This design comes from an exercise in tuning for small area, a short achievable clock period and few clock cycles per item on the open sky130 flow, not from production work. The RTL was checked by simulation tests, not by an equivalence proof against the original design. Power is estimated from default activity; no workload was simulated.

`flow/design.v`:
```
`timescale 1ns/1ps
module CHIP(CLK, RESET, ENABLE, DATA_IN, DATA_OUT, READY);
input           CLK;
input           RESET;
input           ENABLE;
input   [7:0]   DATA_IN;
output  [7:0]   DATA_OUT;
output          READY;
reg     [7:0]   DATA_OUT;
reg             READY;
reg     [4:0]   ph;
reg             stp;         
reg             st6;         
reg     [3:0]   one, two, neg;   
reg     [3:0]   onb, twb, ngb;   
reg             lo8;         
reg             enc;         
reg             e8;          
reg             e14;         
reg             st0;         
reg             r10;         
reg             stk;         
reg             x16;         
reg             x17;         
reg             o23;         
reg             o24;         
reg     [63:0]  A;
reg     [7:0]   bb;          
reg     [3:0]   eblo;        
reg     [53:0]  S;
reg     [53:0]  C;
reg     [7:0]   S_lo;
reg     [7:0]   C_lo;
reg             rcar;
reg             sticky;
reg     [7:0]   prev;
reg             p105;
reg             p105n;       
reg     [10:0]  E;
reg             zf;
reg             ex;
reg             nanf;
reg             sgn;
reg             fbnz;
reg             fa0;         
reg             aE;          
reg             aZe;         
reg             cy;
reg     [4:0]   ph_n;
always @(*) begin
    if (ph == 5'd0) ph_n = ENABLE ? 5'd1 : 5'd0;
    else if (ph == 5'd25) ph_n = 5'd0;
    else ph_n = ph + 5'd1;
end
always @(posedge CLK or posedge RESET) begin
    if (RESET) ph <= 5'd0;
    else ph <= ph_n;
end
always @(posedge CLK)
    READY <= ~RESET & (ph >= 5'd17) & (ph <= 5'd24);
always @(posedge CLK) begin
    stp <= (ph_n >= 5'd9) && (ph_n <= 5'd15);
    st6 <= (ph_n == 5'd15);
    lo8 <= (ph_n < 5'd8);
    enc <= (ph_n >= 5'd8) && (ph_n <= 5'd14);
    e8  <= (ph_n == 5'd8);
    e14 <= (ph_n == 5'd14);
    st0 <= (ph_n == 5'd9);
    r10 <= (ph_n == 5'd10);
    stk <= (ph_n >= 5'd10) && (ph_n <= 5'd15);
    x16 <= (ph_n == 5'd16);
    x17 <= (ph_n == 5'd17);
    o23 <= (ph_n == 5'd23);
    o24 <= (ph_n == 5'd24);
end
always @(posedge CLK) begin
    if (ENABLE && lo8) A <= {DATA_IN, A[63:8]};
    bb <= DATA_IN;
    eblo <= bb[7:4];
end
wire [7:0]  m_n  = enc ? (e14 ? {4'b0001, DATA_IN[3:0]} : DATA_IN) : 8'd0;
wire [8:0]  mx   = {m_n, enc & ~e8 & bb[7]};
wire [54:0] am   = {1'b0, 1'b1, A[51:0], 1'b0};    
reg  [3:0]  one_n, two_n, neg_n;
integer k;
always @(*) begin
    for (k = 0; k < 4; k = k + 1) begin
        one_n[k] = mx[2*k+1] ^ mx[2*k];
        two_n[k] = (mx[2*k+2] & ~mx[2*k+1] & ~mx[2*k]) | (~mx[2*k+2] & mx[2*k+1] & mx[2*k]);
        neg_n[k] = mx[2*k+2] & ~(mx[2*k+1] & mx[2*k]);
    end
end
always @(posedge CLK) begin
    one <= one_n;
    two <= two_n;
    neg <= neg_n;
    onb <= ~one_n;
    twb <= ~two_n;
    ngb <= ~neg_n;
end
wire [3:0]  bias = {4{stp}} & ngb;
wire [51:0] kc = 52'hAAAAAAAAAAAAB;
function [53:0] brow;
    input o, t, n, ob, tb, nb;
    input [54:0] a;
    begin
        brow[26:0]  = (({27{o}} & a[27:1]) | ({27{t}} & a[26:0])) ^ {27{n}};
        brow[53:27] = (({27{~ob}} & a[54:28]) | ({27{~tb}} & a[53:27])) ^ {27{~nb}};
    end
endfunction
wire [53:0] x0 = brow(one[0], two[0], neg[0], onb[0], twb[0], ngb[0], am);
wire [53:0] x1 = brow(one[1], two[1], neg[1], onb[1], twb[1], ngb[1], am);
wire [53:0] x2 = brow(one[2], two[2], neg[2], onb[2], twb[2], ngb[2], am);
wire [53:0] x3 = brow(one[3], two[3], neg[3], onb[3], twb[3], ngb[3], am)
                 | {2'b00, {52{st6}} & kc};
wire [61:0] Sn, Cn;
wire s1, c2, s3, c4, s5, c6, s7, c8, s9, c10, s11, c12, s13, c14, s15, c16, s17, c18, s19, c20, s21, c22, s23, c24, s25, c26, s27, c28, s29, c30, s31, c32, s33, c34, s35, c36, s37, c38, s39, c40, s41, c42, s43, c44, s45, c46, s47, c48, s49, c50, s51, c52, s53, c54, s55, c56, s57, c58, s59, c60, s61, c62, s63, c64, s65, c66, s67, c68, s69, c70, s71, c72, s73, c74, s75, c76, s77, c78, s79, c80, s81, c82, s83, c84, s85, c86, s87, c88, s89, c90, s91, c92, s93, c94, s95, c96, s97, c98, s99, c100, s101, c102, s103, c104, s105, c106, s107, c108, s109, c110, s111, c112, s113, c114, s115, c116, s117, c118, s119, c120, s121, c122, s123, c124, s125, c126, s127, c128, s129, c130, s131, c132, s133, c134, s135, c136, s137, c138, s139, c140, s141, c142, s143, c144, s145, c146, s147, c148, s149, c150, s151, c152, s153, c154, s155, c156, s157, c158, s159, c160, s161, c162, s163, c164, s165, c166, s167, c168, s169, c170, s171, c172, s173, c174, s175, c176, s177, c178, s179, c180, s181, c182, s183, c184, s185, c186, s187, c188, s189, c190, s191, c192, s193, c194, s195, c196, s197, c198, s199, c200, s201, c202, s203, c204, s205, c206, s207, c208, s209, c210, s211, c212, s213, c214, s215, c216, s217, c218, s219, c220, s221, c222, s223, c224, s225, c226, s227, c228, s229, c230, s231, c232, s233, c234, s235, c236, s237, c238, s239, c240, s241, c242, s243, c244, s245, c246, s247, c248, s249, c250, s251, c252, s253, c254, s255, c256, s257, c258, s259, c260, s261, c262, s263, c264, s265, c266, s267, c268, s269, c270, s271, c272, s273, c274, s275, c276, s277, c278, s279, c280, s281, c282, s283, c284, s285, c286, s287, c288, s289, c290, s291, c292, s293, c294, s295, c296, s297, c298, s299, c300, s301, c302, s303, c304, s305, c306, s307, c308, s309, c310, s311, c312, s313, c314, s315, c316, s317, c318, s319, c320, s321, c322, s323, c324, s325, c326, s327, c328, s329, c330, s331, c332, s333, c334, s335, c336, s337, c338, s339, c340, s341, c342, s343, c344, s345, c346, s347, c348, s349, c350, s351, c352, s353, c354, s355, c356, s357, c358, s359, c360, s361, c362, s363, c364, s365, c366, s367, c368, s369, c370, s371, c372, s373, c374, s375, c376, s377, c378, s379, c380, s381, c382, s383, c384, s385, c386, s387, c388, s389, c390, s391, c392, s393, c394, s395, c396, s397, c398, s399, c400, s401, c402, s403, c404, s405, c406, s407, c408, s409, c410, s411, c412, s413, c414, s415, c416, s417, c418, s419, c420, s421, c422, s423, c424, s425, c426;
fa u2 (.a(S[0]), .b(C[0]), .c(neg[0]), .s(s1), .co(c2));
fa u4 (.a(S[1]), .b(C[1]), .c(x0[1]), .s(s3), .co(c4));
fa u6 (.a(S[2]), .b(C[2]), .c(neg[1]), .s(s5), .co(c6));
fa u8 (.a(x0[2]), .b(x1[0]), .c(s5), .s(s7), .co(c8));
fa u10 (.a(S[3]), .b(C[3]), .c(x0[3]), .s(s9), .co(c10));
fa u12 (.a(x1[1]), .b(c6), .c(s9), .s(s11), .co(c12));
fa u14 (.a(S[4]), .b(C[4]), .c(neg[2]), .s(s13), .co(c14));
fa u16 (.a(x0[4]), .b(x1[2]), .c(x2[0]), .s(s15), .co(c16));
fa u18 (.a(s13), .b(c10), .c(s15), .s(s17), .co(c18));
fa u20 (.a(S[5]), .b(C[5]), .c(x0[5]), .s(s19), .co(c20));
fa u22 (.a(x1[3]), .b(x2[1]), .c(c14), .s(s21), .co(c22));
fa u24 (.a(c16), .b(s19), .c(s21), .s(s23), .co(c24));
fa u26 (.a(S[6]), .b(C[6]), .c(neg[3]), .s(s25), .co(c26));
fa u28 (.a(x0[6]), .b(x1[4]), .c(x2[2]), .s(s27), .co(c28));
fa u30 (.a(x3[0]), .b(s25), .c(c20), .s(s29), .co(c30));
fa u32 (.a(s27), .b(c22), .c(s29), .s(s31), .co(c32));
fa u34 (.a(S[7]), .b(C[7]), .c(x0[7]), .s(s33), .co(c34));
fa u36 (.a(x1[5]), .b(x2[3]), .c(x3[1]), .s(s35), .co(c36));
fa u38 (.a(c26), .b(c28), .c(s33), .s(s37), .co(c38));
fa u40 (.a(s35), .b(c30), .c(s37), .s(s39), .co(c40));
fa u42 (.a(S[8]), .b(C[8]), .c(x0[8]), .s(s41), .co(c42));
fa u44 (.a(x1[6]), .b(x2[4]), .c(x3[2]), .s(s43), .co(c44));
fa u46 (.a(c34), .b(c36), .c(s41), .s(s45), .co(c46));
fa u48 (.a(s43), .b(c38), .c(s45), .s(s47), .co(c48));
fa u50 (.a(S[9]), .b(C[9]), .c(x0[9]), .s(s49), .co(c50));
fa u52 (.a(x1[7]), .b(x2[5]), .c(x3[3]), .s(s51), .co(c52));
fa u54 (.a(c42), .b(c44), .c(s49), .s(s53), .co(c54));
fa u56 (.a(s51), .b(c46), .c(s53), .s(s55), .co(c56));
fa u58 (.a(S[10]), .b(C[10]), .c(x0[10]), .s(s57), .co(c58));
fa u60 (.a(x1[8]), .b(x2[6]), .c(x3[4]), .s(s59), .co(c60));
fa u62 (.a(c50), .b(c52), .c(s57), .s(s61), .co(c62));
fa u64 (.a(s59), .b(c54), .c(s61), .s(s63), .co(c64));
fa u66 (.a(S[11]), .b(C[11]), .c(x0[11]), .s(s65), .co(c66));
fa u68 (.a(x1[9]), .b(x2[7]), .c(x3[5]), .s(s67), .co(c68));
fa u70 (.a(c58), .b(c60), .c(s65), .s(s69), .co(c70));
fa u72 (.a(s67), .b(c62), .c(s69), .s(s71), .co(c72));
fa u74 (.a(S[12]), .b(C[12]), .c(x0[12]), .s(s73), .co(c74));
fa u76 (.a(x1[10]), .b(x2[8]), .c(x3[6]), .s(s75), .co(c76));
fa u78 (.a(c66), .b(c68), .c(s73), .s(s77), .co(c78));
fa u80 (.a(s75), .b(c70), .c(s77), .s(s79), .co(c80));
fa u82 (.a(S[13]), .b(C[13]), .c(x0[13]), .s(s81), .co(c82));
fa u84 (.a(x1[11]), .b(x2[9]), .c(x3[7]), .s(s83), .co(c84));
fa u86 (.a(c74), .b(c76), .c(s81), .s(s85), .co(c86));
fa u88 (.a(s83), .b(c78), .c(s85), .s(s87), .co(c88));
fa u90 (.a(S[14]), .b(C[14]), .c(x0[14]), .s(s89), .co(c90));
fa u92 (.a(x1[12]), .b(x2[10]), .c(x3[8]), .s(s91), .co(c92));
fa u94 (.a(c82), .b(c84), .c(s89), .s(s93), .co(c94));
fa u96 (.a(s91), .b(c86), .c(s93), .s(s95), .co(c96));
fa u98 (.a(S[15]), .b(C[15]), .c(x0[15]), .s(s97), .co(c98));
fa u100 (.a(x1[13]), .b(x2[11]), .c(x3[9]), .s(s99), .co(c100));
fa u102 (.a(c90), .b(c92), .c(s97), .s(s101), .co(c102));
fa u104 (.a(s99), .b(c94), .c(s101), .s(s103), .co(c104));
fa u106 (.a(S[16]), .b(C[16]), .c(x0[16]), .s(s105), .co(c106));
fa u108 (.a(x1[14]), .b(x2[12]), .c(x3[10]), .s(s107), .co(c108));
fa u110 (.a(c98), .b(c100), .c(s105), .s(s109), .co(c110));
fa u112 (.a(s107), .b(c102), .c(s109), .s(s111), .co(c112));
fa u114 (.a(S[17]), .b(C[17]), .c(x0[17]), .s(s113), .co(c114));
fa u116 (.a(x1[15]), .b(x2[13]), .c(x3[11]), .s(s115), .co(c116));
fa u118 (.a(c106), .b(c108), .c(s113), .s(s117), .co(c118));
fa u120 (.a(s115), .b(c110), .c(s117), .s(s119), .co(c120));
fa u122 (.a(S[18]), .b(C[18]), .c(x0[18]), .s(s121), .co(c122));
fa u124 (.a(x1[16]), .b(x2[14]), .c(x3[12]), .s(s123), .co(c124));
fa u126 (.a(c114), .b(c116), .c(s121), .s(s125), .co(c126));
fa u128 (.a(s123), .b(c118), .c(s125), .s(s127), .co(c128));
fa u130 (.a(S[19]), .b(C[19]), .c(x0[19]), .s(s129), .co(c130));
fa u132 (.a(x1[17]), .b(x2[15]), .c(x3[13]), .s(s131), .co(c132));
fa u134 (.a(c122), .b(c124), .c(s129), .s(s133), .co(c134));
fa u136 (.a(s131), .b(c126), .c(s133), .s(s135), .co(c136));
fa u138 (.a(S[20]), .b(C[20]), .c(x0[20]), .s(s137), .co(c138));
fa u140 (.a(x1[18]), .b(x2[16]), .c(x3[14]), .s(s139), .co(c140));
fa u142 (.a(c130), .b(c132), .c(s137), .s(s141), .co(c142));
fa u144 (.a(s139), .b(c134), .c(s141), .s(s143), .co(c144));
fa u146 (.a(S[21]), .b(C[21]), .c(x0[21]), .s(s145), .co(c146));
fa u148 (.a(x1[19]), .b(x2[17]), .c(x3[15]), .s(s147), .co(c148));
fa u150 (.a(c138), .b(c140), .c(s145), .s(s149), .co(c150));
fa u152 (.a(s147), .b(c142), .c(s149), .s(s151), .co(c152));
fa u154 (.a(S[22]), .b(C[22]), .c(x0[22]), .s(s153), .co(c154));
fa u156 (.a(x1[20]), .b(x2[18]), .c(x3[16]), .s(s155), .co(c156));
fa u158 (.a(c146), .b(c148), .c(s153), .s(s157), .co(c158));
fa u160 (.a(s155), .b(c150), .c(s157), .s(s159), .co(c160));
fa u162 (.a(S[23]), .b(C[23]), .c(x0[23]), .s(s161), .co(c162));
fa u164 (.a(x1[21]), .b(x2[19]), .c(x3[17]), .s(s163), .co(c164));
fa u166 (.a(c154), .b(c156), .c(s161), .s(s165), .co(c166));
fa u168 (.a(s163), .b(c158), .c(s165), .s(s167), .co(c168));
fa u170 (.a(S[24]), .b(C[24]), .c(x0[24]), .s(s169), .co(c170));
fa u172 (.a(x1[22]), .b(x2[20]), .c(x3[18]), .s(s171), .co(c172));
fa u174 (.a(c162), .b(c164), .c(s169), .s(s173), .co(c174));
fa u176 (.a(s171), .b(c166), .c(s173), .s(s175), .co(c176));
fa u178 (.a(S[25]), .b(C[25]), .c(x0[25]), .s(s177), .co(c178));
fa u180 (.a(x1[23]), .b(x2[21]), .c(x3[19]), .s(s179), .co(c180));
fa u182 (.a(c170), .b(c172), .c(s177), .s(s181), .co(c182));
fa u184 (.a(s179), .b(c174), .c(s181), .s(s183), .co(c184));
fa u186 (.a(S[26]), .b(C[26]), .c(x0[26]), .s(s185), .co(c186));
fa u188 (.a(x1[24]), .b(x2[22]), .c(x3[20]), .s(s187), .co(c188));
fa u190 (.a(c178), .b(c180), .c(s185), .s(s189), .co(c190));
fa u192 (.a(s187), .b(c182), .c(s189), .s(s191), .co(c192));
fa u194 (.a(S[27]), .b(C[27]), .c(x0[27]), .s(s193), .co(c194));
fa u196 (.a(x1[25]), .b(x2[23]), .c(x3[21]), .s(s195), .co(c196));
fa u198 (.a(c186), .b(c188), .c(s193), .s(s197), .co(c198));
fa u200 (.a(s195), .b(c190), .c(s197), .s(s199), .co(c200));
fa u202 (.a(S[28]), .b(C[28]), .c(x0[28]), .s(s201), .co(c202));
fa u204 (.a(x1[26]), .b(x2[24]), .c(x3[22]), .s(s203), .co(c204));
fa u206 (.a(c194), .b(c196), .c(s201), .s(s205), .co(c206));
fa u208 (.a(s203), .b(c198), .c(s205), .s(s207), .co(c208));
fa u210 (.a(S[29]), .b(C[29]), .c(x0[29]), .s(s209), .co(c210));
fa u212 (.a(x1[27]), .b(x2[25]), .c(x3[23]), .s(s211), .co(c212));
fa u214 (.a(c202), .b(c204), .c(s209), .s(s213), .co(c214));
fa u216 (.a(s211), .b(c206), .c(s213), .s(s215), .co(c216));
fa u218 (.a(S[30]), .b(C[30]), .c(x0[30]), .s(s217), .co(c218));
fa u220 (.a(x1[28]), .b(x2[26]), .c(x3[24]), .s(s219), .co(c220));
fa u222 (.a(c210), .b(c212), .c(s217), .s(s221), .co(c222));
fa u224 (.a(s219), .b(c214), .c(s221), .s(s223), .co(c224));
fa u226 (.a(S[31]), .b(C[31]), .c(x0[31]), .s(s225), .co(c226));
fa u228 (.a(x1[29]), .b(x2[27]), .c(x3[25]), .s(s227), .co(c228));
fa u230 (.a(c218), .b(c220), .c(s225), .s(s229), .co(c230));
fa u232 (.a(s227), .b(c222), .c(s229), .s(s231), .co(c232));
fa u234 (.a(S[32]), .b(C[32]), .c(x0[32]), .s(s233), .co(c234));
fa u236 (.a(x1[30]), .b(x2[28]), .c(x3[26]), .s(s235), .co(c236));
fa u238 (.a(c226), .b(c228), .c(s233), .s(s237), .co(c238));
fa u240 (.a(s235), .b(c230), .c(s237), .s(s239), .co(c240));
fa u242 (.a(S[33]), .b(C[33]), .c(x0[33]), .s(s241), .co(c242));
fa u244 (.a(x1[31]), .b(x2[29]), .c(x3[27]), .s(s243), .co(c244));
fa u246 (.a(c234), .b(c236), .c(s241), .s(s245), .co(c246));
fa u248 (.a(s243), .b(c238), .c(s245), .s(s247), .co(c248));
fa u250 (.a(S[34]), .b(C[34]), .c(x0[34]), .s(s249), .co(c250));
fa u252 (.a(x1[32]), .b(x2[30]), .c(x3[28]), .s(s251), .co(c252));
fa u254 (.a(c242), .b(c244), .c(s249), .s(s253), .co(c254));
fa u256 (.a(s251), .b(c246), .c(s253), .s(s255), .co(c256));
fa u258 (.a(S[35]), .b(C[35]), .c(x0[35]), .s(s257), .co(c258));
fa u260 (.a(x1[33]), .b(x2[31]), .c(x3[29]), .s(s259), .co(c260));
fa u262 (.a(c250), .b(c252), .c(s257), .s(s261), .co(c262));
fa u264 (.a(s259), .b(c254), .c(s261), .s(s263), .co(c264));
fa u266 (.a(S[36]), .b(C[36]), .c(x0[36]), .s(s265), .co(c266));
fa u268 (.a(x1[34]), .b(x2[32]), .c(x3[30]), .s(s267), .co(c268));
fa u270 (.a(c258), .b(c260), .c(s265), .s(s269), .co(c270));
fa u272 (.a(s267), .b(c262), .c(s269), .s(s271), .co(c272));
fa u274 (.a(S[37]), .b(C[37]), .c(x0[37]), .s(s273), .co(c274));
fa u276 (.a(x1[35]), .b(x2[33]), .c(x3[31]), .s(s275), .co(c276));
fa u278 (.a(c266), .b(c268), .c(s273), .s(s277), .co(c278));
fa u280 (.a(s275), .b(c270), .c(s277), .s(s279), .co(c280));
fa u282 (.a(S[38]), .b(C[38]), .c(x0[38]), .s(s281), .co(c282));
fa u284 (.a(x1[36]), .b(x2[34]), .c(x3[32]), .s(s283), .co(c284));
fa u286 (.a(c274), .b(c276), .c(s281), .s(s285), .co(c286));
fa u288 (.a(s283), .b(c278), .c(s285), .s(s287), .co(c288));
fa u290 (.a(S[39]), .b(C[39]), .c(x0[39]), .s(s289), .co(c290));
fa u292 (.a(x1[37]), .b(x2[35]), .c(x3[33]), .s(s291), .co(c292));
fa u294 (.a(c282), .b(c284), .c(s289), .s(s293), .co(c294));
fa u296 (.a(s291), .b(c286), .c(s293), .s(s295), .co(c296));
fa u298 (.a(S[40]), .b(C[40]), .c(x0[40]), .s(s297), .co(c298));
fa u300 (.a(x1[38]), .b(x2[36]), .c(x3[34]), .s(s299), .co(c300));
fa u302 (.a(c290), .b(c292), .c(s297), .s(s301), .co(c302));
fa u304 (.a(s299), .b(c294), .c(s301), .s(s303), .co(c304));
fa u306 (.a(S[41]), .b(C[41]), .c(x0[41]), .s(s305), .co(c306));
fa u308 (.a(x1[39]), .b(x2[37]), .c(x3[35]), .s(s307), .co(c308));
fa u310 (.a(c298), .b(c300), .c(s305), .s(s309), .co(c310));
fa u312 (.a(s307), .b(c302), .c(s309), .s(s311), .co(c312));
fa u314 (.a(S[42]), .b(C[42]), .c(x0[42]), .s(s313), .co(c314));
fa u316 (.a(x1[40]), .b(x2[38]), .c(x3[36]), .s(s315), .co(c316));
fa u318 (.a(c306), .b(c308), .c(s313), .s(s317), .co(c318));
fa u320 (.a(s315), .b(c310), .c(s317), .s(s319), .co(c320));
fa u322 (.a(S[43]), .b(C[43]), .c(x0[43]), .s(s321), .co(c322));
fa u324 (.a(x1[41]), .b(x2[39]), .c(x3[37]), .s(s323), .co(c324));
fa u326 (.a(c314), .b(c316), .c(s321), .s(s325), .co(c326));
fa u328 (.a(s323), .b(c318), .c(s325), .s(s327), .co(c328));
fa u330 (.a(S[44]), .b(C[44]), .c(x0[44]), .s(s329), .co(c330));
fa u332 (.a(x1[42]), .b(x2[40]), .c(x3[38]), .s(s331), .co(c332));
fa u334 (.a(c322), .b(c324), .c(s329), .s(s333), .co(c334));
fa u336 (.a(s331), .b(c326), .c(s333), .s(s335), .co(c336));
fa u338 (.a(S[45]), .b(C[45]), .c(x0[45]), .s(s337), .co(c338));
fa u340 (.a(x1[43]), .b(x2[41]), .c(x3[39]), .s(s339), .co(c340));
fa u342 (.a(c330), .b(c332), .c(s337), .s(s341), .co(c342));
fa u344 (.a(s339), .b(c334), .c(s341), .s(s343), .co(c344));
fa u346 (.a(S[46]), .b(C[46]), .c(x0[46]), .s(s345), .co(c346));
fa u348 (.a(x1[44]), .b(x2[42]), .c(x3[40]), .s(s347), .co(c348));
fa u350 (.a(c338), .b(c340), .c(s345), .s(s349), .co(c350));
fa u352 (.a(s347), .b(c342), .c(s349), .s(s351), .co(c352));
fa u354 (.a(S[47]), .b(C[47]), .c(x0[47]), .s(s353), .co(c354));
fa u356 (.a(x1[45]), .b(x2[43]), .c(x3[41]), .s(s355), .co(c356));
fa u358 (.a(c346), .b(c348), .c(s353), .s(s357), .co(c358));
fa u360 (.a(s355), .b(c350), .c(s357), .s(s359), .co(c360));
fa u362 (.a(S[48]), .b(C[48]), .c(x0[48]), .s(s361), .co(c362));
fa u364 (.a(x1[46]), .b(x2[44]), .c(x3[42]), .s(s363), .co(c364));
fa u366 (.a(c354), .b(c356), .c(s361), .s(s365), .co(c366));
fa u368 (.a(s363), .b(c358), .c(s365), .s(s367), .co(c368));
fa u370 (.a(S[49]), .b(C[49]), .c(x0[49]), .s(s369), .co(c370));
fa u372 (.a(x1[47]), .b(x2[45]), .c(x3[43]), .s(s371), .co(c372));
fa u374 (.a(c362), .b(c364), .c(s369), .s(s373), .co(c374));
fa u376 (.a(s371), .b(c366), .c(s373), .s(s375), .co(c376));
fa u378 (.a(S[50]), .b(C[50]), .c(x0[50]), .s(s377), .co(c378));
fa u380 (.a(x1[48]), .b(x2[46]), .c(x3[44]), .s(s379), .co(c380));
fa u382 (.a(c370), .b(c372), .c(s377), .s(s381), .co(c382));
fa u384 (.a(s379), .b(c374), .c(s381), .s(s383), .co(c384));
fa u386 (.a(S[51]), .b(C[51]), .c(x0[51]), .s(s385), .co(c386));
fa u388 (.a(x1[49]), .b(x2[47]), .c(x3[45]), .s(s387), .co(c388));
fa u390 (.a(c378), .b(c380), .c(s385), .s(s389), .co(c390));
fa u392 (.a(s387), .b(c382), .c(s389), .s(s391), .co(c392));
fa u394 (.a(S[52]), .b(C[52]), .c(x0[52]), .s(s393), .co(c394));
fa u396 (.a(x1[50]), .b(x2[48]), .c(x3[46]), .s(s395), .co(c396));
fa u398 (.a(c386), .b(c388), .c(s393), .s(s397), .co(c398));
fa u400 (.a(s395), .b(c390), .c(s397), .s(s399), .co(c400));
fa u402 (.a(S[53]), .b(C[53]), .c(x0[53]), .s(s401), .co(c402));
fa u404 (.a(x1[51]), .b(x2[49]), .c(x3[47]), .s(s403), .co(c404));
fa u406 (.a(c394), .b(c396), .c(s401), .s(s405), .co(c406));
fa u408 (.a(s403), .b(c398), .c(s405), .s(s407), .co(c408));
fa u410 (.a(bias[0]), .b(x1[52]), .c(x2[50]), .s(s409), .co(c410));
fa u412 (.a(x3[48]), .b(c402), .c(c404), .s(s411), .co(c412));
fa u414 (.a(s409), .b(c406), .c(s411), .s(s413), .co(c414));
fa u416 (.a(x1[53]), .b(x2[51]), .c(x3[49]), .s(s415), .co(c416));
fa u418 (.a(c410), .b(s415), .c(c412), .s(s417), .co(c418));
fa u420 (.a(bias[1]), .b(x2[52]), .c(x3[50]), .s(s419), .co(c420));
fa u422 (.a(c416), .b(s419), .c(c418), .s(s421), .co(c422));
fa u424 (.a(x2[53]), .b(x3[51]), .c(c420), .s(s423), .co(c424));
fa u426 (.a(bias[2]), .b(x3[52]), .c(c424), .s(s425), .co(c426));
assign Sn = {1'b0, bias[3], x3[53], s425, c422, s421, c414, c408, c400, c392, c384, c376, c368, c360, c352, c344, c336, c328, c320, c312, c304, c296, c288, c280, c272, c264, c256, c248, c240, c232, c224, c216, c208, c200, c192, c184, c176, c168, c160, c152, c144, c136, c128, c120, c112, c104, c96, c88, c80, c72, c64, c56, c48, c40, c32, c24, c18, c12, c8, c4, c2, x0[0]};
assign Cn = {1'b0, 1'b0, c426, 1'b0, s423, 1'b0, s417, s413, s407, s399, s391, s383, s375, s367, s359, s351, s343, s335, s327, s319, s311, s303, s295, s287, s279, s271, s263, s255, s247, s239, s231, s223, s215, s207, s199, s191, s183, s175, s167, s159, s151, s143, s135, s127, s119, s111, s103, s95, s87, s79, s71, s63, s55, s47, s39, s31, s23, s17, s11, s7, s3, s1};
always @(posedge CLK) begin
    S <= Sn[61:8];
    C <= Cn[61:8];
    S_lo <= Sn[7:0];
    C_lo <= Cn[7:0];
end
wire        rcin = rcar & ~r10;
wire [9:0]  rsum = {1'b0, S_lo, rcin} + {1'b0, C_lo, rcin};
wire [7:0]  res  = rsum[8:1];
wire        rco  = rsum[9];
always @(posedge CLK) begin
    rcar <= rco;
    prev <= res;
    if (stk)
        sticky <= (~r10 & sticky) | (|((S_lo ^ C_lo) ^ {S_lo[6:0] | C_lo[6:0], rcin}));
end
reg  [56:0] tg, tp;
integer l, q;
always @(*) begin
    tg = {S[48:0], S_lo} & {C[48:0], C_lo};
    tp = {S[48:0], S_lo} | {C[48:0], C_lo};
    for (l = 1; l < 64; l = l * 2)
        for (q = 0; q < 57; q = q + 1)
            if ((q % (2 * l)) == 0 && q + l < 57) begin
                tg[q] = tg[q + l] | (tp[q + l] & tg[q]);
                tp[q] = tp[q + l] & tp[q];
            end
end
wire        c49  = tg[0] | (tp[0] & rcin);
wire        hs49 = S[49] ^ C[49] ^ c49;
wire        aZ  = aZe & fa0;
wire [10:0] eb  = {bb[6:0], eblo};
wire        bE  = &eb;
wire        bZ  = ~|eb & ~fbnz;
wire        sa  = A[63];
wire        sb  = bb[7];
wire        s_n = aE ? (fa0 ? sa : ((bE & fbnz) ? sb : sa ^ sb))
                : bE ? (fbnz ? sb : (fa0 ? 1'b1 : sa ^ sb))
                : sa ^ sb;
always @(posedge CLK) begin
    fa0 <= ~|A[51:0];
    aE  <= &A[62:52];
    aZe <= ~|A[62:52];
    if (stp)
        fbnz <= (~st0 & fbnz) | (|(st6 ? {4'd0, bb[3:0]} : bb));
    if (x16) begin
        p105 <= hs49;
        p105n <= ~hs49;
        zf   <= aE | bE | aZ | bZ;
        nanf <= (aE & fa0) | (bE & ~fbnz);
        sgn  <= s_n;
        ex   <= aE | bE;
        E    <= A[62:52] + eb;
    end else if (x17) begin
        E    <= ex ? 11'h7ff : zf ? 11'd0 : E + {1'b1, 8'd0, p105, ~p105};
    end
end
wire        ru1 = prev[4] & (prev[3] | prev[2] | prev[1] | prev[0] | sticky | prev[5]);
wire        ru0 = prev[3] & (prev[2] | prev[1] | prev[0] | sticky | prev[4]);
wire        ru  = p105 ? ru1 : ru0;
wire [7:0]  win = p105n ? {res[3:0], prev[7:4]} : {res[4:0], prev[7:5]};
wire        cin = x17 ? ru : cy;
wire [7:0]  inc = win + {7'd0, cin};
always @(posedge CLK) begin
    cy <= cin & (&win);
    if (o24)
        DATA_OUT <= {sgn, E[10:4]};
    else if (o23)
        DATA_OUT <= {E[3:0], zf ? {nanf, 3'b000} : inc[3:0]};
    else
        DATA_OUT <= zf ? 8'd0 : inc;
end
endmodule
module fa(a, b, c, s, co);
input a, b, c;
output s, co;
assign s = a ^ b ^ c;
assign co = (a & b) | (a & c) | (b & c);
endmodule
```
`flow/flow/run.sh`:
```
#!/bin/bash
# Layout flow: the standard flow (standard.sh), unchanged for synthesis and
# floorplan/power grid, with these settings for the steps after synthesis:
#  - the delay cells (clkdlybuf4s*, dlygate4sd*, dlymetal6s*) join the platform's
#    don't-use list, so that port, fanout and repair buffers are plain buffers;
#  - timing repair may change a cell's footprint (MATCH_CELL_FOOTPRINT=0);
#  - timing repair aims 0.4 ns beyond the clock period (SETUP_SLACK_MARGIN=5.4)
#    using sizing, pin swaps and cloning only;
#  - clock tree synthesis clusters up to 24 sinks within 60 um per leaf buffer
#    and inserts no dummy loads (CTS_ARGS).
# Each step's output goes to a log file in the folder the flow runs in; ORFS keeps
# its own logs under orfs/logs.
set -euo pipefail
cd "$(dirname "$0")/.."
PLATFORM_DONT_USE="sky130_fd_sc_hd__probe_p_8 sky130_fd_sc_hd__probec_p_8 sky130_fd_sc_hd__lpflow_bleeder_1 sky130_fd_sc_hd__lpflow_clkbufkapwr_1 sky130_fd_sc_hd__lpflow_clkbufkapwr_16 sky130_fd_sc_hd__lpflow_clkbufkapwr_2 sky130_fd_sc_hd__lpflow_clkbufkapwr_4 sky130_fd_sc_hd__lpflow_clkbufkapwr_8 sky130_fd_sc_hd__lpflow_clkinvkapwr_1 sky130_fd_sc_hd__lpflow_clkinvkapwr_16 sky130_fd_sc_hd__lpflow_clkinvkapwr_2 sky130_fd_sc_hd__lpflow_clkinvkapwr_4 sky130_fd_sc_hd__lpflow_clkinvkapwr_8 sky130_fd_sc_hd__lpflow_decapkapwr_12 sky130_fd_sc_hd__lpflow_decapkapwr_3 sky130_fd_sc_hd__lpflow_decapkapwr_4 sky130_fd_sc_hd__lpflow_decapkapwr_6 sky130_fd_sc_hd__lpflow_decapkapwr_8 sky130_fd_sc_hd__lpflow_inputiso0n_1 sky130_fd_sc_hd__lpflow_inputiso0p_1 sky130_fd_sc_hd__lpflow_inputiso1n_1 sky130_fd_sc_hd__lpflow_inputiso1p_1 sky130_fd_sc_hd__lpflow_inputisolatch_1 sky130_fd_sc_hd__lpflow_isobufsrc_1 sky130_fd_sc_hd__lpflow_isobufsrc_16 sky130_fd_sc_hd__lpflow_isobufsrc_2 sky130_fd_sc_hd__lpflow_isobufsrc_4 sky130_fd_sc_hd__lpflow_isobufsrc_8 sky130_fd_sc_hd__lpflow_isobufsrckapwr_16 sky130_fd_sc_hd__lpflow_lsbuf_lh_hl_isowell_tap_1 sky130_fd_sc_hd__lpflow_lsbuf_lh_hl_isowell_tap_2 sky130_fd_sc_hd__lpflow_lsbuf_lh_hl_isowell_tap_4 sky130_fd_sc_hd__lpflow_lsbuf_lh_isowell_4 sky130_fd_sc_hd__lpflow_lsbuf_lh_isowell_tap_1 sky130_fd_sc_hd__lpflow_lsbuf_lh_isowell_tap_2 sky130_fd_sc_hd__lpflow_lsbuf_lh_isowell_tap_4"
DELAY_CELLS="sky130_fd_sc_hd__clkdlybuf4s15_1 sky130_fd_sc_hd__clkdlybuf4s15_2 sky130_fd_sc_hd__clkdlybuf4s18_1 sky130_fd_sc_hd__clkdlybuf4s18_2 sky130_fd_sc_hd__clkdlybuf4s25_1 sky130_fd_sc_hd__clkdlybuf4s25_2 sky130_fd_sc_hd__clkdlybuf4s50_1 sky130_fd_sc_hd__clkdlybuf4s50_2 sky130_fd_sc_hd__dlygate4sd1_1 sky130_fd_sc_hd__dlygate4sd2_1 sky130_fd_sc_hd__dlygate4sd3_1 sky130_fd_sc_hd__dlymetal6s2s_1 sky130_fd_sc_hd__dlymetal6s4s_1 sky130_fd_sc_hd__dlymetal6s6s_1"
bash standard.sh synth > synth.log 2>&1
bash standard.sh "DONT_USE_CELLS=$PLATFORM_DONT_USE $DELAY_CELLS" MATCH_CELL_FOOTPRINT=0 \
    SETUP_SLACK_MARGIN=5.4 SETUP_MOVE_SEQUENCE=sizeup,swap,clone \
    "CTS_ARGS=-sink_clustering_enable -repair_clock_nets -dont_use_dummy_load -sink_clustering_size 24 -sink_clustering_max_diameter 60" \
    finish > layout.log 2>&1
```
`flow/standard.sh`:
```
#!/bin/bash
# synth_recipe.tcl (not shown) runs the flow's synth.tcl, then flattens the netlist and writes it again
# the make line also repeats each setting of config.mk as NAME=value (left out here)
make -C /OpenROAD-flow-scripts/flow DESIGN_CONFIG=/design/flow/config.mk WORK_HOME=/design/flow/orfs CLKGATE_MAP_FILE= SYNTH_SCRIPT=/design/flow/synth_recipe.tcl "${@:-finish}"
```
`flow/config.mk`:
```
export PLATFORM = sky130hd
export DESIGN_NAME = CHIP
export DESIGN_NICKNAME = CHIP
export VERILOG_FILES = /design/flow/design.v
export SDC_FILE = /design/flow/constraint.sdc
export NUM_CORES = 4
export LEC_CHECK = 0
export CAP_MARGIN = 20
export CORE_MARGIN = 2
export CORE_UTILIZATION = 65
export SETUP_SLACK_MARGIN = 5
export SLEW_MARGIN = 20
export SYNTH_HIERARCHICAL = 1
export SYNTH_MINIMUM_KEEP_SIZE = 0
```
`flow/constraint.sdc`:
```
create_clock -name core_clock -period 8.0 [get_ports {CLK}]
set_input_delay 1.6000 -clock core_clock [delete_from_list [all_inputs] [get_ports {CLK}]]
set_output_delay 1.6000 -clock core_clock [all_outputs]
set_load 0.01 [all_outputs]
```
==> results of run 1 <==
==> registers in the layout (all words and copies together), names as in the netlist, 5 cells and up <==
name,cells
C_lo,8
C,50
S_lo,8
S,53
E,11
prev,8
bb,8
ph,5
DATA_OUT,8
A,64
==> modules after synthesis, one instance, submodules excluded <==
module  copies in the design  cells inside
CHIP                       1          1443
fa                       213             1
==> metrics by stage <==
stage / worst slack [ns] / hold WS (ns) / utilization / cell area [um2]
3_5_place_dp: 4.32 / 0.406 / 0.667 / 18500
5_1_grt: 5.28 / 0.432 / 0.711 / 19700
3_3_place_gp: 4.34 / 0.400 / 0.667 / 18500
2_1_floorplan: 5.40 / 0.372 / - / 18400
6_report: 5.36 / 0.415 / 0.711 / 19700
4_1_cts: 5.37 / 0.412 / 0.698 / 19400
==> layout make-up <==
class	instances	area [um2]	area share
clock buffers	27	676	0.0342
inverters	85	334	0.0169
multi-input cells	1181	11500	0.584
flip-flops and latches	278	6510	0.330
well taps	378	473	0.0239
repair buffers	29	220	0.0112
==> metal layers <==
layer  up-vias  global-route usage  wire length (um)
li1       5657                   -                 -
met1      6305               0.450             19300
met2       390               0.481             20600
met3        59              0.0369              2540
met4         0              0.0691               791
met5         -                   0                 0
==> power groups by stage <==
stage	Sequential [uW]	Clock [uW]	Combinational (uW)
3_3_place_gp	2820	0	4070
2_1_floorplan	2430	0	3300
6_report	2840	1080	4320
5_1_grt	2930	1150	4880
4_1_cts	2810	1100	4270
3_5_place_dp	2830	0	4210
==> repair_timing <==
action | CTS | global route
hold buffers | 0 | 0
gates resized for setup | 121 | 99
endpoints found under the setup margin | 113 | 69
cloned | 0 | 0
pin swaps | 8 | 31
==> cells by family (layout without fill, tap and decap cells) <==
kind of cell / after synthesis / in the layout
flops: 278 / 278
simple gates: 264 / 264
other cells: 1 / 5
buf+inv: 201 / 141
xor+xnor: 255 / 255
fa+ha+maj: 257 / 257
compound gates: 399 / 399
mux: 1 / 1
==> placed cells by master, fill, tap and decap left out, types with 27 or more instances in the layout <==
master	n
a21oi_1	45
a22oi_1	89
clkbuf_16	27
dfxtp_1	164
edfxtp_1	83
fa_1	204
ha_1	34
inv_1	57
nand2_1	43
nand2b_1	36
nor2_1	48
nor4_1	28
o21ai_0	39
o22ai_1	108
xnor2_1	199
xor2_1	46
==> how the worst max path moves through the flow <==
stage | to | slack, ns | start
final | C[26] | 5.36 | onb[0]
after global routing | DATA_OUT[6] | 5.28 | p105n
after CTS | C[19] | 5.37 | A[26]
after detailed placement | C[18] | 4.32 | neg[0]
after global placement | C[5] | 4.34 | neg[1]
after floorplan | C[13] | 5.40 | two[3]
==> impl_results.md, run 1 <==
* Slew Limit Headroom at 0.310
* Post-synthesis adder-cell area fraction at 0.263
* Mapped Cells at roughly 1700
* Nets at around 1900
* Routed vias/inst at 6.27
* Global-route wire length before repair at ~69000 um
* Leak at approximately 0.0075 uW
* DRC at 0
* Starting Density at 0.661
* Power Dens Cells at 417 nW/um2
* Layout cells sized above 1 at 0.116
* Largest net degree at the start of global routing at between 60 and 70
* WHS Endpoint: eblo[1]
* Synth top area cells: fa_1 (24%), dfxtp_1 (21%), edfxtp_1 (14%)
* Design Power at approximately 8200 uW
* Switching share of power at 0.428
* Largest delay share family, worst path: adder cells
* CTS tree: done
* Die Ht at 172 um
* Worst min path class: reg -> reg
* Yosys top cell by area: fa_1
* Number of synthesized register bits at between 200 and 300
* Number of DRC markers in iteration 0 at approximately 960
* Crit Path Class: reg -> reg
* Required time worst endpoint at 8.39 ns
* Setup crit end kind: register
* Total negative setup slack at 0 ns
* Net Sw Power at 3530 uW
* Post-Layout Cell Count at 1978
* CP Cell Sequence: o22ai_1 > xnor2_1 > fa_1 > fa_1 > fa_1
* DIE AREA at between 20000 and 30000 um2
* Max Root-Sink Buffers at 3
* Int Power at about 4700 uW
* All-Layer GR Usage at 0.303
* Root Buffer Master: clkbuf_16
* Reg power frac at 0.345
* CTS buffer count at 27
* Post-Syn Area per Cell at about 11 um2
* Capturing point of the worst reg2reg path: C[26]
* Worst path max stage delay at around 0.60 ns
* Via count at 12400
* Mux cell area share after synthesis at 0.000545
* Cell Area, Synth at between 15000 and 20000 um2
* PortBufs at 19
* Routed WL per cell at around 22 um
* Yosys warns at 7
* Crit path depth at 5
* # diodes at 0
* CP max stage cell: dfxtp_4
* WL final at around 43000 um
* CP startpoint kind: register
* Area Growth Syn to Fin at 7.57%
* Max VDD drop at between 0.2 and 0.3 mV
* Register area share after synthesis at 0.350
* # fillers at between 2000 and 2500
* Yosys top cell area share at 0.236
* Post-CTS setup buffers at 0
* CORE AREA at about 28000 um2
* Comb pwr share at 0.525
* Max Clock Freq at ~380 MHz
* Post-synth top flop: dfxtp_1
* Compound-Gate Fraction of Synth Area at 0.144
* Arrival time worst endpoint at around 3.0 ns
* Number of global-route vias before repair at 12400
* Clock power share at 0.131
* Fin crit period at 2.64 ns
* Clk Latency, worst-skew pair at between 0.5 and 0.6 ns
* Standard-cell row count at roughly 60
* Status: timing/DRC/antenna clean
* Crit path max fanout at 26
* Worst-path clk slew at approximately 0.07 ns
* Largest family of logic cells by synthesized area: adder cells
* Dpl cells at between 1500 and 2000
* Most common cell in the netlist: fa_1
* Final Hold Fails at 0
* Worst Reg-to-Reg Cells at 5
* # IOs at 20
* Cell variety after synth at 72
* Post-synth EDFFs at 83
* Post-synthesis xor/xnor area fraction at 0.122
* Hold path start: bb[5]
* Pins Over Slew Limit at 0
* Reg2reg start: onb[0]
* Fin crit share at 0.330
* Simple logic cell fraction of the synthesized area at 0.0782
* Hold Crit Depth at 0
* Overflow after GRT at 0
* Placer Congestion at 0.900
* Initial antenna violation count at 0
* Post-synth ARST share at 0.0180
* Setup-failing EPs final at 0
* Worst Path Buf+Inv at 0
* Max_cap viols at 0
* Setup slack, reg-to-reg at 5.36 ns
* H-tree levels at 1
* Post-DRT Antenna Nets at 0
* Slew of the pin with the lowest slew margin at a little over 1 ns
* Die width at roughly 170 um
* Synth cell count leaders: fa_1 (216), xnor2_1 (207), dfxtp_1 (190)
* DP HPWL at between 30000 and 40000 um
* Drt pass-1 iters at 5
* RSZ-0062 raised after global routing: yes
* Clock sinks at 278
* Cell mode on critical path: fa_1
* Clock Skew at ~0.050 ns
Testbench counts, summed over its fixed seeds: cycles 9,984, items 384.
==> run 2: changes to the inputs <==
--- a/flow/design.v
+++ b/flow/design.v
@@ -38,3 +38,2 @@
 reg             p105n;       
-reg     [10:0]  E;
 reg             zf;
@@ -77,2 +76,4 @@
     if (ENABLE && lo8) A <= {DATA_IN, A[63:8]};
+    else if (x16) A[62:52] <= A[62:52] + eb;
+    else if (x17) A[62:52] <= ex ? 11'h7ff : zf ? 11'd0 : A[62:52] + {1'b1, 8'd0, p105, ~p105};
     bb <= DATA_IN;
@@ -348,10 +349,10 @@
 end
-reg  [56:0] tg, tp;
+reg  [48:0] tg, tp;
 integer l, q;
 always @(*) begin
-    tg = {S[48:0], S_lo} & {C[48:0], C_lo};
-    tp = {S[48:0], S_lo} | {C[48:0], C_lo};
+    tg = S[48:0] & C[48:0];
+    tp = S[48:0] | C[48:0];
     for (l = 1; l < 64; l = l * 2)
-        for (q = 0; q < 57; q = q + 1)
-            if ((q % (2 * l)) == 0 && q + l < 57) begin
+        for (q = 0; q < 49; q = q + 1)
+            if ((q % (2 * l)) == 0 && q + l < 49) begin
                 tg[q] = tg[q + l] | (tp[q + l] & tg[q]);
@@ -360,3 +361,3 @@
 end
-wire        c49  = tg[0] | (tp[0] & rcin);
+wire        c49  = tg[0] | (tp[0] & rco);
 wire        hs49 = S[49] ^ C[49] ^ c49;
@@ -384,5 +385,2 @@
         ex   <= aE | bE;
-        E    <= A[62:52] + eb;
-    end else if (x17) begin
-        E    <= ex ? 11'h7ff : zf ? 11'd0 : E + {1'b1, 8'd0, p105, ~p105};
     end
@@ -398,5 +396,5 @@
     if (o24)
-        DATA_OUT <= {sgn, E[10:4]};
+        DATA_OUT <= {sgn, A[62:56]};
     else if (o23)
-        DATA_OUT <= {E[3:0], zf ? {nanf, 3'b000} : inc[3:0]};
+        DATA_OUT <= {A[55:52], zf ? {nanf, 3'b000} : inc[3:0]};
     else
==> run 2 against run 1 <==
  * Critical endpoint is now C[39]
  * Sequential power increased by 5%
  * Clock skew is 0.012 ns lower
  * Combinational power increased by about 30%
  * Sequential share of layout area decreased by 1.2 points
  * Still clean
  * Synthesized area fell by 2.6%
==> impl_results.md, run 2 <==
* Setup-failing EPs final at 0 (unchanged)
* Via count at 12500 (was 12400)
* Yosys top cell by area: fa_1 (unchanged)
* Max reg flops at 64 (unchanged)
* Crit path max fanout at 26 (unchanged)
* Worst Path Buf+Inv at 0 (unchanged)
* DIE AREA at 28800 um2 (was 29600 um2)
* Area Growth Syn to Fin at 9.25% (was 7.57%)
* Max Root-Sink Buffers at 3 (unchanged)
* Hold path start: bb[4] (was bb[5])
* Max Clock Freq at 373 MHz (was 379 MHz)
* Worst Setup SP: onb[0] (unchanged)
* Commonest cells after routing, fill and taps aside: fa_1 (197), xnor2_1 (196), dfxtp_1 (148) (was fa_1 (204), xnor2_1 (199), dfxtp_1 (164))
* Number of synthesized register bits at 267 (was 278)
* Top reg by flops: A (unchanged)
* # IOs at 20 (unchanged)
* Die width at 170 um (was 172 um)
* All-Layer GR Usage at 0.315 (was 0.303)
* RSZ-0062 raised after global routing: yes (unchanged)
* Post-DRT Antenna Nets at 0 (unchanged)
* Clk Latency, worst-skew pair at 0.54 ns (was 0.56 ns)
* Clock sinks at 267 (was 278)
* Initial antenna violation count at 0 (unchanged)
* Routed vias/inst at 6.54 (was 6.27)
* CTS buffer count at 26 (was 27)
* Setup slack, reg-to-reg at 5.32 ns (was 5.36 ns)
* Setup crit end kind: register (unchanged)
* Largest net degree at the start of global routing at 29 (was 65)
* Leak at 0.00736 uW (was 0.00748 uW)
* Synth top area cells: fa_1 (24%), dfxtp_1 (21%), edfxtp_1 (12%) (was fa_1 (24%), dfxtp_1 (21%), edfxtp_1 (14%))
* Worst-path clk slew at 0.08 ns (was 0.07 ns)
* Register area share after synthesis at 0.341 (was 0.350)
* Starting Density at 0.663 (was 0.661)
* WL final at 44300 um (was 43200 um)
* Power Dens Cells at 495 nW/um2 (was 417 nW/um2)
* Area post-placement at 18000 um2 (was 18500 um2)
* CP max stage cell: dfxtp_4 (unchanged)
* CP startpoint kind: register (unchanged)
* Synth cell count leaders: fa_1 (216), xnor2_1 (206), dfxtp_1 (190) (was fa_1 (216), xnor2_1 (207), dfxtp_1 (190))
* Nets at 1838 (was 1866)
* Yosys warns at 7 (unchanged)
* Final non-filler cell area at 19500 um2 (was 19700 um2)
* Fin crit period at 2.68 ns (was 2.64 ns)
* Placer Congestion at 0.905 (was 0.900)
* Post-synth top flop: dfxtp_1 (unchanged)
* Arrival time worst endpoint at 3.08 ns (was 3.03 ns)
* Die Ht at 170 um (was 172 um)
* PortBufs at 19 (unchanged)
* Regs by FF count: A: 64 flops, S: 53 flops, C: 50 flops (unchanged)
* CTS tree: done (unchanged)
* Clock Skew at 0.0382 ns (was 0.0505 ns)
* Status: timing/DRC/antenna clean (unchanged)
* Pins Over Slew Limit at 0 (unchanged)
* Worst min path class: reg -> reg (unchanged)
* Most common cell after layout, fill and taps aside: fa_1 (unchanged)
* Reg2reg start: onb[0] (unchanged)
* Root Buffer Master: clkbuf_16 (unchanged)
* Number of global-route vias before repair at 12600 (was 12400)
* Worst path max stage delay at 0.58 ns (was 0.60 ns)
* Fin util at 0.724 (was 0.711)
* Global-route wire length before repair at 70900 um (was 69000 um)
* Routed WL per cell at 23.1 um (was 21.8 um)
* Post-CTS setup buffers at 0 (unchanged)
* Cell mode on critical path: fa_1 (unchanged)
* Largest delay share family, worst path: adder cells (unchanged)
* Crit Path Class: reg -> reg (unchanged)
* Yosys top cell area share at 0.242 (was 0.236)
* Max VDD drop at 0.330 mV (was 0.258 mV)
* Mapped Cells at 1629 (was 1656)
* Slew Limit Headroom at 0.296 (was 0.310)
* Fin crit share at 0.335 (was 0.330)
* Slew of the pin with the lowest slew margin at 1.05 ns (was 1.03 ns)
* Final Hold Fails at 0 (unchanged)
* Most common cell in the netlist: fa_1 (unchanged)
* Cell Area, Synth at 17900 um2 (was 18400 um2)
* Standard-cell row count at 60 (was 61)
* DRC at 0 (unchanged)
* Total negative setup slack at 0 ns (unchanged)
* Design Power at 9660 uW (was 8240 uW)
* Post-synth EDFFs at 72 (was 83)
* Max_cap viols at 0 (unchanged)
* CP Cell Sequence: o22ai_1 > xnor2_1 > fa_1 > fa_1 > fa_1 (unchanged)
* Post-Syn Area per Cell at 11.0 um2 (was 11.1 um2)
* Overflow after GRT at 0 (unchanged)
* Drt pass-1 iters at 6 (was 5)
* DP HPWL at 32000 um (was 31600 um)
* H-tree levels at 1 (unchanged)
* Layout cells sized above 1 at 0.158 (was 0.116)
* Required time worst endpoint at 8.40 ns (was 8.39 ns)
* CORE AREA at 27000 um2 (was 27800 um2)
* Post-synth ARST share at 0.0187 (was 0.0180)
* Number of DRC markers in iteration 0 at 1061 (was 957)
* # diodes at 0 (unchanged)
* Cell variety after synth at 64 (was 72)
==> run 2: layout make-up <==
cell class                 instances  area, um2
clock buffer                      26        651
multi-input combinational       1173      11700
inverter                          77        305
timing repair inverter             2       12.5
fill                            1951       7430
timing repair buffer              28        208
tap                              341        427
sequential                       267       6200
==> run 2: where the power goes <==
group / internal (uW) / switching, uW / total (uW) / leakage, uW
Combinational: 2650 / 2970 / 5620 / 0.00471
Sequential: 2080 / 908 / 2990 / 0.00233
Clock: 566 / 479 / 1050 / 0.000320
Total: 5300 / 4360 / 9660 / 0.00736
==> run 2: cell families (layout without fill, tap and decap cells) <==
family	after synthesis	in the layout	synth area share
buffers and inverters	193	133	0.0407
and+or+nand+nor	272	272	0.0795
muxes	4	4	0.00245
DFF	267	267	0.341
xor gates and xnor gates	250	250	0.123
adders and majority gates	255	255	0.269
other	1	5	0.000210
AOI/OAI and AO/OA	387	387	0.145
==> run 2: modules after synthesis (local to each module, per instance) <==
| module | cell area (um2) | flip-flops and latches |
|---|---|---|
| CHIP | 13600 | 267 |
| fa | 20.0 | 0 |
==> run 2: layer usage <==
layer  part of all wire  track usage  routed length (um)  vias up
met2               0.46        0.490               20400      579
met4              0.025       0.0754                1120        0
met1               0.43        0.472               19200     6305
met5                  0            0                   0        -
li1                   -            -                   -     5563
met3              0.080       0.0447                3550       76
==> run 2: metrics by stage <==
stage               setup WS (ns)  instances  hold slack [ns]
finish                       5.32       1914            0.425
global placement             4.27       1886            0.413
detailed placement           4.21       1886            0.412
global route                 5.29       1914            0.445
CTS                          5.34       1914            0.425
floorplan                    4.71       1633            0.370
==> run 2: what timing repair did <==
action,4_1_cts,5_1_grt
hold buffers,0,0
cloned,2,0
pin swaps,14,58
gates resized for setup,142,146
endpoints found under the setup margin,151,106
==> run 2: worst paths after layout <==
| kind | end | depth (start not counted) |
|---|---|---|
| setup / recovery | C[39] | 5 |
| hold / removal | eblo[0] | 0 |
| setup reg to reg | C[39] | 5 |
| hold reg to reg | eblo[0] | 0 |
| max in group asynchronous | ph[2] | 2 |
| min in group asynchronous | ph[3] | 2 |
Testbench counts of run 2, summed over its fixed seeds: cycles 9,984, items 384.
==> run 3: changes to the inputs <==
--- a/flow/flow/run.sh
+++ b/flow/flow/run.sh
@@ -8,4 +8,5 @@
 #    using sizing, pin swaps and cloning only;
-#  - clock tree synthesis clusters up to 24 sinks within 60 um per leaf buffer
-#    and inserts no dummy loads (CTS_ARGS).
+#  - clock tree synthesis uses a clkbuf_16 root and clkbuf_8 buffers below it,
+#    clusters up to 20 sinks within 50 um per leaf buffer and inserts no dummy
+#    loads (CTS_ARGS).
 # Each step's output goes to a log file in the folder the flow runs in; ORFS keeps
@@ -19,3 +20,3 @@
     SETUP_SLACK_MARGIN=5.4 SETUP_MOVE_SEQUENCE=sizeup,swap,clone \
-    "CTS_ARGS=-sink_clustering_enable -repair_clock_nets -dont_use_dummy_load -sink_clustering_size 24 -sink_clustering_max_diameter 60" \
+    "CTS_ARGS=-sink_clustering_enable -repair_clock_nets -dont_use_dummy_load -sink_clustering_size 20 -sink_clustering_max_diameter 50 -buf_list sky130_fd_sc_hd__clkbuf_8 -root_buf sky130_fd_sc_hd__clkbuf_16" \
     finish > layout.log 2>&1
==> run 3 against run 2 <==
  * Still clean on timing, DRC and antenna
  * Utilization grew 0.21 points
  * Flip-flop and latch count is the same
  * Combinational power grew 2%
  * Die area is the same
  * Non-clock buffer count is the same
  * Synthesized area is the same
  * Via count grew 0.27%
  * Critical endpoint is now C[38]
  * Highest routed layer unchanged
==> impl_results.md, run 3 <==
* Clock sinks at 267 (unchanged)
* Simple logic cell fraction of the synthesized area at 0.0795 (unchanged)
* PortBufs at 19 (unchanged)
* Fin crit period at 2.75 ns (was 2.68 ns)
* Clk Latency, worst-skew pair at 0.50 ns (was 0.54 ns)
* Routed WL per cell at 23.1 um (about the same)
* Max Clock Freq at 363 MHz (was 373 MHz)
* # diodes at 0 (unchanged)
* Max reg flops at 64 (unchanged)
* CTS buffer count at 34 (was 26)
* Max Root-Sink Buffers at 3 (unchanged)
* Initial antenna violation count at 0 (unchanged)
* Final Hold Fails at 0 (unchanged)
* Number of global-route vias before repair at 12700 (was 12600)
* Nets at 1847 (was 1838)
* RSZ-0062 raised after global routing: yes (unchanged)
* Fin util at 0.727 (was 0.724)
* Yosys top cell by area: fa_1 (unchanged)
* Dpl cells at 1886 (unchanged)
* Largest family of logic cells by synthesized area: adder cells (unchanged)
* Via count at 12600 (was 12500)
* Max VDD drop at 0.307 mV (was 0.330 mV)
* Slew Limit Headroom at 0.298 (was 0.296)
* Post-Layout Cell Count at 1923 (was 1914)
* Setup-failing EPs final at 0 (unchanged)
* Cell mode on critical path: fa_2 (was fa_1)
* CP max stage cell: dfxtp_4 (unchanged)
* Leak at 0.00737 uW (was 0.00736 uW)
* Post-synthesis xor/xnor area fraction at 0.123 (unchanged)
* Starting Density at 0.663 (unchanged)
* CP startpoint kind: register (unchanged)
* Layout cells sized above 1 at 0.176 (was 0.158)
* Worst path max stage delay at 0.70 ns (was 0.58 ns)
* WL final at 44400 um (was 44300 um)
* CP Cell Sequence: o22ai_4 > xnor2_2 > fa_2 > fa_2 > fa_2 (was o22ai_1 > xnor2_1 > fa_1 > fa_1 > fa_1)
* # IOs at 20 (unchanged)
* Total negative setup slack at 0 ns (unchanged)
* Area Growth Syn to Fin at 9.56% (was 9.25%)
* Yosys warns at 7 (unchanged)
* DP HPWL at 32000 um (unchanged)
* Post-synth ARST share at 0.0187 (unchanged)
* Clock Skew at 0.0576 ns (was 0.0382 ns)
* Die Ht at 170 um (unchanged)
* Cell variety after synth at 64 (unchanged)
* Status: timing/DRC/antenna clean (unchanged)
* Synth top area cells: fa_1 (24%), dfxtp_1 (21%), edfxtp_1 (12%) (unchanged)
* Most common cell in the netlist: fa_1 (unchanged)
* Compound-Gate Fraction of Synth Area at 0.145 (unchanged)
* Worst-path clk slew at 0.10 ns (was 0.08 ns)
* Largest net degree at the start of global routing at 29 (unchanged)
* Synth cell count leaders: fa_1 (216), xnor2_1 (206), dfxtp_1 (190) (unchanged)
* Commonest cells after routing, fill and taps aside: fa_1 (187), xnor2_1 (185), dfxtp_1 (151) (was fa_1 (197), xnor2_1 (196), dfxtp_1 (148))
* Most common cell after layout, fill and taps aside: fa_1 (unchanged)
* Register area share after synthesis at 0.341 (unchanged)
* Global-route wire length before repair at 70900 um (about the same)
* Drt pass-1 iters at 5 (was 6)
* All-Layer GR Usage at 0.316 (was 0.315)
* Slew of the pin with the lowest slew margin at 1.05 ns (about the same)
* Post-DRT Antenna Nets at 0 (unchanged)
* DIE AREA at 28800 um2 (unchanged)
* CTS tree: done (unchanged)
* DRC at 0 (unchanged)
* Die width at 170 um (unchanged)
* Routed vias/inst at 6.53 (was 6.54)
* H-tree levels at 2 (was 1)
* Overflow after GRT at 0 (unchanged)
* Number of DRC markers in iteration 0 at 1167 (was 1061)
* Regs by FF count: A: 64 flops, S: 53 flops, C: 50 flops (unchanged)
* Required time worst endpoint at 8.36 ns (was 8.40 ns)
* Arrival time worst endpoint at 3.12 ns (was 3.08 ns)
* Setup crit end kind: register (unchanged)
* Crit Path Class: reg -> reg (unchanged)
* Fin crit share at 0.344 (was 0.335)
* Post-synth EDFFs at 72 (unchanged)
* Multi-input gate area at 11900 um2 (was 11700 um2)
* Post-Syn Area per Cell at 11.0 um2 (unchanged)
* CORE AREA at 27000 um2 (unchanged)
* Crit path max fanout at 27 (was 26)
* Standard-cell row count at 60 (unchanged)
* Mux cell area share after synthesis at 0.00245 (unchanged)
* Pins Over Slew Limit at 0 (unchanged)
* Post-synthesis adder-cell area fraction at 0.269 (unchanged)
* Yosys top cell area share at 0.242 (unchanged)
* Post-synth top flop: dfxtp_1 (unchanged)
* Placer Congestion at 0.905 (unchanged)
* Mapped Cells at 1629 (unchanged)
* Seq. cell area at 6200 um2 (about the same)
* # fillers at 1942 (was 1951)
* Root Buffer Master: clkbuf_16 (unchanged)
* Max_cap viols at 0 (unchanged)
* Worst min path class: reg -> reg (unchanged)
* Number of synthesized register bits at 267 (unchanged)
* Top reg by flops: A (unchanged)
* Cell Area, Synth at 17900 um2 (unchanged)
* Power Dens Cells at 492 nW/um2 (was 495 nW/um2)
-- run 3: cells by family (layout without fill, tap and decap cells) --
group | Yosys count | after routing
flip-flops | 267 | 267
adder cells (fa/ha/maj) | 255 | 255
buffers and inverters | 193 | 142
AO/OA/AOI/OAI | 387 | 387
XOR/XNOR | 250 | 250
AND/OR/NAND/NOR | 272 | 272
other | 1 | 5
multiplexers | 4 | 4
-- run 3: where the power goes --
part | internal, uW | switching [uW]
sequential | 2080 | 914
clock | 435 | 475
combinational | 2700 | 3020
-- run 3: Yosys stat by module, one instance, submodules excluded --
module | flip-flops and latches | copies in the design | cells inside | cell area, um2
CHIP | 267 | 1 | 1416 | 13600
fa | 0 | 213 | 1 | 20.0
-- run 3: per-layer routing --
metal	GRT usage	wire length (um)	up-vias
met5	0	0	-
met4	0.0777	992	0
met2	0.491	20600	536
met1	0.471	19500	6349
met3	0.0484	3300	86
li1	-	-	5586
-- run 3: repair_timing --
| item | 4_1_cts | 5_1_grt |
|---|---|---|
| setup endpoints to repair | 146 | 134 |
| pin swaps | 17 | 80 |
| hold buffers | 0 | 0 |
| setup buffers | 0 | 0 |
| gates resized for setup | 141 | 164 |
| gates cloned | 2 | 1 |
-- run 3: path summary, 6_finish.rpt --
check / end / slack (ns) / start / depth (start not counted)
max in group asynchronous: ph[0] / 6.85 / RESET / 2
worst min register to register: eblo[0] / 0.39 / bb[4] / 0
worst max-delay path: C[38] / 5.25 / twb[0] / 5
worst max register to register: C[38] / 5.25 / twb[0] / 5
worst min-delay path: eblo[0] / 0.39 / bb[4] / 0
min in group asynchronous: ph[3] / 0.98 / RESET / 2
-- run 3: final cells by class --
cell class / count / share of cell area
multi-input cells: 1173 / 0.610
flip-flops and latches: 267 / 0.317
clock buffers: 34 / 0.0268
well taps: 341 / 0.0218
inverters: 77 / 0.0153
repair buffers: 28 / 0.00888
repair inverters: 3 / 0.000895
-- run 3: metrics by stage --
step	hold slack [ns]	setup slack [ns]	total power [uW]	instance area [um2]
finish	0.390	5.25	9630	19600
floorplan	0.370	4.71	6680	18000
global placement	0.413	4.27	8120	18000
global route	0.403	5.21	10500	19600
detailed placement	0.412	4.21	8300	18000
CTS	0.394	5.30	9340	18800
-- run 3: critical path, delay by kind of cell (launching register included) --
| family | cells | cell delay [ns] |
|---|---|---|
| xor+xnor | 1 | 0.17 |
| flops | 1 | 0.70 |
| compound gates | 1 | 0.15 |
| fa+ha+maj | 3 | 1.55 |

[afterwards: timing with drivers on the ports]
Ports are ideal in the flow. The routed layouts listed here were re-timed in OpenROAD.
Step 1: set_driving_cell puts a clkbuf_16 on CLK and a buf_2 on each other input, an assumption about the parent block.
Step 2 moves the port delays by t, midway between the first and last clock arrival at a register: inputs arrive t later, outputs are due t later. That takes back most of the time a late clock gives input paths.
a / b / c = no drivers / after step 1 / after step 2; a / b = the first two.
run | t (ns) | slack for setup (ns) | hold WS [ns] | worst setup path after step 2 | pins driven straight from the clock port
run 1 | 0.584 | 5.363 / 5.363 / 5.087 | 0.415 / 0.415 / 0.415 | input to register | 1
run 2 | 0.577 | 5.321 / 5.321 / 4.913 | 0.425 / 0.425 / 0.425 | input to register | 1
run 3 | 0.527 | 5.246 / 5.246 / 5.020 | 0.390 / 0.390 / 0.390 | input to register | 1
After both steps setup and hold are still met in every run listed. For run 2, which loses most, drivers alone change the setup slack by 0.000 ns; drivers and shift together by -0.408 ns.
